From an optimization exercise on the open Yosys and OpenROAD flow, aimed at small area; shortcuts taken in it are not production practice. Only simulation tests tie the RTL to the original design; equivalence was not proved. The clock port is modelled as an ideal driver, which makes a skipped or thinned clock tree look cheaper than it is; a real chip needs a root buffer or a tree. Power is estimated from default activity; no workload was simulated.

== build 65 ==
==> flow/design.v (excerpt) <==
module VM(one_yuan, ten_yuan, clk, rst, cancel, buy_g1, buy_g2, on, occupy, get_good, ret_coin, good1, good2, AN, seg_out, status, reset);
Settings: LEC_CHECK=0, ABC_AREA=1, CAP_MARGIN=20, CORE_MARGIN=2, CORE_UTILIZATION=60, SLEW_MARGIN=20; clock period 10.0 ns.
standard.sh (not shown) runs the stock make flow with config.mk's settings and CLKGATE_MAP_FILE= SYNTH_SCRIPT=/design/flow/synth_recipe.tcl, a recipe that flattens the netlist after the stock synthesis.
==> flow/flow/run.sh <==
#!/bin/bash
# Layout flow: the standard synthesis, then the combinational logic between
# the registers is mapped again by ABC for area (registers, their names and cell
# types are untouched), then the standard ORFS layout with the smallest port
# buffers and a clock tree of one level of buffers (flow/cts_pre.tcl).
set -euo pipefail
W=$(pwd)
R=$W/orfs/results/$FLOW_PLATFORM/VM/base
L=$W/orfs/logs/$FLOW_PLATFORM/VM/base
LIB=$FLOW_HOME/platforms/sky130hd/lib/sky130_fd_sc_hd__tt_025C_1v80.lib

# 1. standard synthesis
bash standard.sh synth > $W/log_1_synth.log 2>&1

# 2. remap the combinational logic
cp $R/1_2_yosys.v $W/std_synth.v
python3 $W/flow/mkcells.py $LIB $W/std_synth.v $W/cells.v
DONTUSE=$(grep -o -- '-dont_use [A-Za-z0-9_]*' $L/1_2_yosys.log | sort -u | tr '\n' ' ')
# ABC is run from NUM_CORES different random seeds in parallel; the netlist
# with the smallest cell area is kept.
NRUN=${NUM_CORES:-4}
for k in $(seq 1 $NRUN); do
  sed -e "s/@S1@/$k/" -e "s/@S2@/$((k + 10))/" -e "s/@S3@/$((k + 20))/" $W/flow/abc.script.in > $W/abc_$k.script
  cat > $W/resynth_$k.ys <<EOT
read_verilog $W/cells.v
read_verilog $W/std_synth.v
hierarchy -top $FLOW_TOP
flatten
hierarchy -top $FLOW_TOP
rename -hide w:*.*
techmap
opt -fast
opt_clean -purge
stat -liberty $LIB
abc -liberty $LIB $DONTUSE -script $W/abc_$k.script
splitnets
opt_clean -purge
hilomap -singleton -hicell sky130_fd_sc_hd__conb_1 HI -locell sky130_fd_sc_hd__conb_1 LO
insbuf -buf sky130_fd_sc_hd__buf_4 A X
tee -o $W/resynth_$k.stat stat -liberty $LIB
check
write_verilog -noattr -noexpr -nohex -nodec $W/resynth_$k.v
EOT
  yosys -l $W/log_2_resynth_$k.log $W/resynth_$k.ys > /dev/null 2>&1 &
done
wait
BEST=""
BESTA=""
for k in $(seq 1 $NRUN); do
  A=$(grep 'Chip area' $W/resynth_$k.stat | awk '{print $NF}' || true)
  echo "resynth $k: area $A" >> $W/log_2_resynth_pick.log
  if [[ -n "$A" && -s $W/resynth_$k.v ]]; then
    if [[ -z "$BESTA" ]] || awk -v a="$A" -v b="$BESTA" 'BEGIN { exit !(a < b) }'; then
      BEST=$k
      BESTA=$A
    fi
  fi
done
echo "picked $BEST ($BESTA)" >> $W/log_2_resynth_pick.log
cp $W/resynth_$BEST.v $W/resynth.v
cp $W/resynth.v $R/1_2_yosys.v
rm -f $R/1_synth.odb $R/1_synth.sdc
touch $R/1_2_yosys.v

# 3. layout
export FLOW_CLOCK_BUFFER=sky130_fd_sc_hd__clkbuf_16
export FLOW_CLOCK_GROUPS=2
bash standard.sh \
  "BUFFER_PORTS_ARGS=-buffer_cell sky130_fd_sc_hd__buf_1" \
  "PRE_CTS_TCL=$W/flow/cts_pre.tcl" \
  finish > $W/log_3_layout.log 2>&1
==> flow/flow/abc.script.in <==
&get -n
&deepsyn -T 60 -S @S1@
&put
dch -f
amap
&get -n
&deepsyn -T 60 -S @S2@
&put
dch -f
amap
&get -n
&deepsyn -T 60 -S @S3@
&put
dch -f
amap
==> flow/flow/cts_pre.tcl <==
# Clock tree for this small design: the registers are split by position into
# FLOW_CLOCK_GROUPS groups (k-means on their locations) and the clock port
# drives one clock buffer per group, placed at the group's centre, which drives
# that group's register clock pins. This replaces clock_tree_synthesis.
proc clock_tree_synthesis { args } {
  set block [ord::get_db_block]
  set dbu [$block getDbUnitsPerMicron]
  set k $::env(FLOW_CLOCK_GROUPS)
  set pins {}
  foreach iterm [[$block findNet clk] getITerms] {
    set box [[$iterm getInst] getBBox]
    lappend pins [list $iterm [expr { ([$box xMin] + [$box xMax]) / 2.0 / $dbu }] \
      [expr { ([$box yMin] + [$box yMax]) / 2.0 / $dbu }]]
  }
  set pins [lsort -real -index 1 $pins]
  set n [llength $pins]
  # start from k slices along x, then refine with k-means
  set cent {}
  for { set g 0 } { $g < $k } { incr g } {
    set p [lindex $pins [expr { int(($g + 0.5) * $n / $k) }]]
    lappend cent [list [lindex $p 1] [lindex $p 2]]
  }
  for { set it 0 } { $it < 20 } { incr it } {
    set assign {}
    foreach p $pins {
      set best 0
      set bd 1e30
      for { set g 0 } { $g < $k } { incr g } {
        set c [lindex $cent $g]
        set d [expr { abs([lindex $p 1] - [lindex $c 0]) + abs([lindex $p 2] - [lindex $c 1]) }]
        if { $d < $bd } { set bd $d; set best $g }
      }
      lappend assign $best
    }
    set newc {}
    for { set g 0 } { $g < $k } { incr g } {
      set sx 0; set sy 0; set m 0
      foreach p $pins a $assign {
        if { $a == $g } { set sx [expr { $sx + [lindex $p 1] }]; set sy [expr { $sy + [lindex $p 2] }]; incr m }
      }
      if { $m > 0 } { lappend newc [list [expr { $sx / $m }] [expr { $sy / $m }]] } else { lappend newc [lindex $cent $g] }
    }
    set cent $newc
  }
  for { set g 0 } { $g < $k } { incr g } {
    set loads {}
    foreach p $pins a $assign {
      if { $a == $g } {
        set iterm [lindex $p 0]
        lappend loads [get_pins "[[$iterm getInst] getName]/[[$iterm getMTerm] getName]"]
      }
    }
    if { [llength $loads] == 0 } { continue }
    set c [lindex $cent $g]
    puts "clock buffer $g: [llength $loads] clock pins at ($c)"
    insert_buffer -buffer_cell $::env(FLOW_CLOCK_BUFFER) -net clk -load_pins $loads \
      -location $c -buffer_name clkbuf_$g -net_name clknet_$g
  }
  set clk_net [$block findNet clk]
  $clk_net setSigType CLOCK
  foreach iterm [$clk_net getITerms] {
    foreach o [[$iterm getInst] getITerms] {
      if { [$o isOutputSignal] } { [$o getNet] setSigType CLOCK }
    }
  }
  set_propagated_clock [all_clocks]
}
Other scripts of this flow, unchanged in this note and not shown: flow/flow/mkcells.py
Per the final summary, build 65 finished and its layout is clean on timing, DRC and antenna.
> inputs changed (build 65 -> build 12)
diff --git a/flow/flow/run.sh b/flow/flow/run.sh
--- a/flow/flow/run.sh
+++ b/flow/flow/run.sh
@@ -18,5 +18,6 @@
 DONTUSE=$(grep -o -- '-dont_use [A-Za-z0-9_]*' $L/1_2_yosys.log | sort -u | tr '\n' ' ')
-# ABC is run from NUM_CORES different random seeds in parallel; the netlist
-# with the smallest cell area is kept.
-NRUN=${NUM_CORES:-4}
+# ABC is run from 2 * NUM_CORES different random seeds, NUM_CORES at a time;
+# the netlist with the smallest cell area is kept.
+NPAR=${NUM_CORES:-4}
+NRUN=$((2 * NPAR))
 for k in $(seq 1 $NRUN); do
@@ -44,2 +45,3 @@
   yosys -l $W/log_2_resynth_$k.log $W/resynth_$k.ys > /dev/null 2>&1 &
+  if (( k % NPAR == 0 )); then wait; fi
 done
@@ -65,4 +67,4 @@
 # 3. layout
-export FLOW_CLOCK_BUFFER=sky130_fd_sc_hd__clkbuf_16
-export FLOW_CLOCK_GROUPS=2
+export FLOW_CLOCK_BUFFER=sky130_fd_sc_hd__clkbuf_8
+export FLOW_CLOCK_GROUPS=3
 bash standard.sh \
--- outcome ---
Build 12 vs build 65: worst slack at placement up. Diff build 65 -> build 12: via count fell 23, hold path depth about even, proportion of layout cells with a drive suffix above 1 rose 0.29 points, post-detailed-routing wire length fell 3.0%. Worst-case setup margin in the final layout ends up higher on build 12. Against build 65, global-route wire length before repair in build 12 rose slightly. Looking at critical path depth, build 12 sits 5 higher than build 65 does.
What build 26 does differently from build 12 at the input level:
==> flow/flow/run.sh <==
#!/bin/bash
# Layout flow: the standard synthesis, then the combinational logic between
# the registers is mapped again by ABC for area (registers, their names and cell
# types are untouched), then the standard ORFS layout with the smallest port
# buffers and a clock tree of one level of buffers (flow/cts_pre.tcl).
set -euo pipefail
W=$(pwd)
R=$W/orfs/results/$FLOW_PLATFORM/VM/base
L=$W/orfs/logs/$FLOW_PLATFORM/VM/base
LIB=$FLOW_HOME/platforms/sky130hd/lib/sky130_fd_sc_hd__tt_025C_1v80.lib

# 1. standard synthesis
bash standard.sh synth > $W/log_1_synth.log 2>&1

# 2. remap the combinational logic
cp $R/1_2_yosys.v $W/std_synth.v
python3 $W/flow/mkcells.py $LIB $W/std_synth.v $W/cells.v
DONTUSE=$(grep -o -- '-dont_use [A-Za-z0-9_]*' $L/1_2_yosys.log | sort -u | tr '\n' ' ')
cat > $W/resynth.ys <<EOT
read_verilog $W/cells.v
read_verilog $W/std_synth.v
hierarchy -top $FLOW_TOP
flatten
hierarchy -top $FLOW_TOP
rename -hide w:*.*
techmap
opt -fast
opt_clean -purge
stat -liberty $LIB
abc -liberty $LIB $DONTUSE -script $W/flow/abc.script
splitnets
opt_clean -purge
hilomap -singleton -hicell sky130_fd_sc_hd__conb_1 HI -locell sky130_fd_sc_hd__conb_1 LO
insbuf -buf sky130_fd_sc_hd__buf_4 A X
stat -liberty $LIB
check
write_verilog -noattr -noexpr -nohex -nodec $W/resynth.v
EOT
yosys -l $W/log_2_resynth.log $W/resynth.ys > /dev/null 2>&1
cp $W/resynth.v $R/1_2_yosys.v
rm -f $R/1_synth.odb $R/1_synth.sdc
touch $R/1_2_yosys.v

# 3. layout
export FLOW_CLOCK_BUFFER=sky130_fd_sc_hd__clkbuf_16
export FLOW_CLOCK_GROUPS=2
bash standard.sh \
  "BUFFER_PORTS_ARGS=-buffer_cell sky130_fd_sc_hd__buf_1" \
  "PRE_CTS_TCL=$W/flow/cts_pre.tcl" \
  finish > $W/log_3_layout.log 2>&1
==> flow/flow/abc.script (new file) <==
&get -n
&deepsyn -T 60
&put
dch -f
amap
&get -n
&deepsyn -T 60
&put
dch -f
amap
&get -n
&deepsyn -T 60
&put
dch -f
amap
removed: flow/flow/abc.script.in
==> comparison <==
Count of cell instances traversed by the critical path was higher in build 26 than in build 12.
Per the comparison of build 26 with build 12, maximum cell stage delay along the critical path went up by 0.11 ns; initial core utilization went up by 0.43 points; share of layout cells above drive strength 1 went down by 0.60 points; multi-input gate share of total cell area went up by 0.20 points.
Of build 12 and build 26, build 12 shows the lower global-route usage over all layers, with build 26 above it.
Transition time of the tightest slew-check pin ended up 0.16 ns lower on build 26 than on build 12.
Build 26 — post-synthesis net count 3.8% higher, build 12 as reference
Going from build 12 to build 26, die area grew slightly.
Between build 12 and build 26, the flow reports multi-input gate count increasing by a few percent.
No run of this note takes its clock network from TritonCTS; it comes from the design's own scripts or RTL.

---

== run K ==
VM, a different RTL version from the one above (not shown whole).
For scale: ~2500 sq um of cells after synthesis.
## VM
module VM(one_yuan, ten_yuan, clk, rst, cancel, buy_g1, buy_g2, on, occupy, get_good, ret_coin, good1, good2, AN, seg_out, status, reset);
Settings: LEC_CHECK=0, ABC_AREA=1, CAP_MARGIN=20, CORE_MARGIN=2, CORE_UTILIZATION=60, SLEW_MARGIN=20; clock period 10.0 ns.
==> flow/flow/run.sh <==
#!/bin/bash
# Layout flow: the standard synthesis, then the combinational logic between
# the registers is mapped again by ABC for area (registers, their names and cell
# types are untouched), then the standard ORFS layout with the smallest port
# buffers and a clock tree of one level of buffers (flow/cts_pre.tcl).
set -euo pipefail
W=$(pwd)
R=$W/orfs/results/$FLOW_PLATFORM/VM/base
L=$W/orfs/logs/$FLOW_PLATFORM/VM/base
LIB=$FLOW_HOME/platforms/sky130hd/lib/sky130_fd_sc_hd__tt_025C_1v80.lib

# 1. standard synthesis
bash standard.sh synth > $W/log_1_synth.log 2>&1

# 2. remap the combinational logic
cp $R/1_2_yosys.v $W/std_synth.v
python3 $W/flow/mkcells.py $LIB $W/std_synth.v $W/cells.v
DONTUSE=$(grep -o -- '-dont_use [A-Za-z0-9_]*' $L/1_2_yosys.log | sort -u | tr '\n' ' ')
cat > $W/resynth.ys <<EOT
read_verilog $W/cells.v
read_verilog $W/std_synth.v
hierarchy -top $FLOW_TOP
flatten
hierarchy -top $FLOW_TOP
rename -hide w:*.*
techmap
opt -fast
opt_clean -purge
stat -liberty $LIB
abc -liberty $LIB $DONTUSE -script $W/flow/abc.script
splitnets
opt_clean -purge
hilomap -singleton -hicell sky130_fd_sc_hd__conb_1 HI -locell sky130_fd_sc_hd__conb_1 LO
insbuf -buf sky130_fd_sc_hd__buf_4 A X
stat -liberty $LIB
check
write_verilog -noattr -noexpr -nohex -nodec $W/resynth.v
EOT
yosys -l $W/log_2_resynth.log $W/resynth.ys > /dev/null 2>&1
cp $W/resynth.v $R/1_2_yosys.v
rm -f $R/1_synth.odb $R/1_synth.sdc
touch $R/1_2_yosys.v

# 3. layout
export FLOW_CLOCK_BUFFER=sky130_fd_sc_hd__clkbuf_8
export FLOW_CLOCK_GROUPS=3
bash standard.sh \
  "BUFFER_PORTS_ARGS=-buffer_cell sky130_fd_sc_hd__buf_1" \
  "PRE_CTS_TCL=$W/flow/cts_pre.tcl" \
  finish > $W/log_3_layout.log 2>&1
==> flow/flow/abc.script <==
&get -n
&deepsyn -T 120
&put
dch -f
amap
Scripts as last shown in full above: flow/flow/cts_pre.tcl
Other scripts of this flow, unchanged in this note and not shown: flow/flow/mkcells.py
Run K closes out successfully: all stages finished, all timing, DRC and antenna checks passed.
Changes in run P relative to run K:
-- flow/flow/run.sh --
<<< run K, line 44
# 3. layout
export FLOW_CLOCK_BUFFER=sky130_fd_sc_hd__clkbuf_8
export FLOW_CLOCK_GROUPS=3
bash standard.sh \
>>> run P, line 44
# 3. layout
export FLOW_CLOCK_BUFFER=sky130_fd_sc_hd__clkbuf_16
export FLOW_CLOCK_GROUPS=2
bash standard.sh \
==> flow/flow/abc.script <==
&get -n
&deepsyn -T 60
&put
dch -f
amap
&get -n
&deepsyn -T 60
&put
dch -f
amap
&get -n
&deepsyn -T 60
&put
dch -f
amap
Area added between synthesis and finish delta for run P relative to run K: 0.44 points higher. Between run P and run K, it is run P whose sequential share of layout area is higher, by 0.19 points. On number of global-route vias before repair, the higher figure sits with run K, not run P. Diff run K -> run P | number of design-rule violations left by the first detailed-router iteration | decrease of 6. Run P completed end to end with timing, DRC and antenna clean. Global-route usage, run P and run K: higher on run K. Tightest hold margin essentially unchanged between run P and run K. Of run P and run K, the higher switching power belongs to run P. Maximum frequency in run P is 3.8 MHz above run K. HPWL after detailed placement, run P and run K: larger value in run K.
In every run of this note, the design's own scripts or RTL, not TritonCTS, make the clock network.

---

08-20:
VM, a different RTL version from the one above (not shown whole).
For scale: about 340 cells after synthesis, ~34 I/O pins, about 0.0024 mm^2 of cells after synthesis.
export LEC_CHECK = 0
export ABC_AREA = 1
export CAP_MARGIN = 20
export CORE_MARGIN = 2
export CORE_UTILIZATION = 80
export SLEW_MARGIN = 20
create_clock -name core_clock -period 10.0 [get_ports {clk}]
==> flow/flow/run.sh <==
#!/bin/bash
# Layout flow: the standard synthesis, then the combinational logic between
# the registers is mapped again by ABC for area (registers, their names and cell
# types are untouched), then the standard ORFS layout with the smallest port
# buffers and a clock tree of one level of buffers (flow/cts_pre.tcl).
set -euo pipefail
W=$(pwd)
R=$W/orfs/results/$FLOW_PLATFORM/VM/base
L=$W/orfs/logs/$FLOW_PLATFORM/VM/base
LIB=$FLOW_HOME/platforms/sky130hd/lib/sky130_fd_sc_hd__tt_025C_1v80.lib

# 1. standard synthesis
bash standard.sh synth > $W/log_1_synth.log 2>&1

# 2. remap the combinational logic
cp $R/1_2_yosys.v $W/std_synth.v
python3 $W/flow/mkcells.py $LIB $W/std_synth.v $W/cells.v
DONTUSE=$(grep -o -- '-dont_use [A-Za-z0-9_]*' $L/1_2_yosys.log | sort -u | tr '\n' ' ')
cat > $W/resynth.ys <<EOT
read_verilog $W/cells.v
read_verilog $W/std_synth.v
hierarchy -top $FLOW_TOP
flatten
hierarchy -top $FLOW_TOP
rename -hide w:*.*
techmap
opt -fast
opt_clean -purge
stat -liberty $LIB
abc -liberty $LIB $DONTUSE -script $W/flow/abc.script
splitnets
opt_clean -purge
hilomap -singleton -hicell sky130_fd_sc_hd__conb_1 HI -locell sky130_fd_sc_hd__conb_1 LO
insbuf -buf sky130_fd_sc_hd__buf_4 A X
stat -liberty $LIB
check
write_verilog -noattr -noexpr -nohex -nodec $W/resynth.v
EOT
yosys -l $W/log_2_resynth.log $W/resynth.ys > /dev/null 2>&1
cp $W/resynth.v $R/1_2_yosys.v
rm -f $R/1_synth.odb $R/1_synth.sdc
touch $R/1_2_yosys.v

# 3. layout
export FLOW_CLOCK_BUFFER=sky130_fd_sc_hd__clkbuf_4
export FLOW_CLOCK_GROUPS=4
bash standard.sh \
  "BUFFER_PORTS_ARGS=-buffer_cell sky130_fd_sc_hd__buf_1" \
  "PRE_CTS_TCL=$W/flow/cts_pre.tcl" \
  finish > $W/log_3_layout.log 2>&1
Scripts as last shown in full above: flow/flow/cts_pre.tcl
Other scripts of this flow, unchanged in this note and not shown: flow/flow/abc.script, flow/flow/mkcells.py
The log for 08-20 ends in global placement with error GPL-0301, so the run never completed.
Input changes introduced in 07-13 (baseline for comparison: 08-20):
diff --git a/flow/flow/run.sh b/flow/flow/run.sh
--- a/flow/flow/run.sh
+++ b/flow/flow/run.sh
@@ -45,2 +45,2 @@
-export FLOW_CLOCK_BUFFER=sky130_fd_sc_hd__clkbuf_4
-export FLOW_CLOCK_GROUPS=4
+export FLOW_CLOCK_BUFFER=sky130_fd_sc_hd__clkbuf_16
+export FLOW_CLOCK_GROUPS=2
diff --git a/flow/config.mk b/flow/config.mk
--- a/flow/config.mk
+++ b/flow/config.mk
@@ -11 +11 @@
-export CORE_UTILIZATION = 80
+export CORE_UTILIZATION = 60
Notes after the runs:
Per the comparison of 07-13 with 08-20, number of placement rows now sits higher; starting utilization of the core area dropped 24 points; width of the chip saw an increase; count of buffers inserted at the top-level ports roughly the same; mean area per synthesized cell roughly the same.
07-13: no failed stages, no open violations at the end
In 07-13 the design's own scripts or RTL, not TritonCTS, make the clock network.

## static timing again, ports no longer ideal
How much do the figures lean on ideal ports? The routed layouts below were timed once more, with nothing changed but the port constraints. Step 1 assumes that a clkbuf_16 drives the clock port and a buf_2 every other input. Step 2, shift: input delay + t, output delay - t, t = (earliest + latest rising clock arrival at the registers) / 2. This alone moves slack from input paths to output paths. a / b / c = no drivers / after step 1 / after step 2; a / b = the first two.
run | shift t [ns] | setup slack, ns | worst setup path after step 2 | pins driven straight from the clock port
build 65 | 0.193 | 3.446 / 3.405 / 3.405 | input to output | 2
build 12 | 0.197 | 4.382 / 4.335 / 4.460 | input to output | 3
build 26 | 0.198 | 3.391 / 3.343 / 3.540 | register to output | 2
run K | 0.208 | 2.869 / 2.847 / 2.847 | input to output | 3
run P | 0.204 | 3.057 / 3.033 / 3.033 | input to output | 2
07-13 | 0.202 | 2.815 / 2.793 / 2.793 | input to output | 2
After both steps setup and hold are still met in every run listed. The setup slack of build 65, which loses most, moves by -0.041 ns with the drivers and by -0.041 ns with both steps.
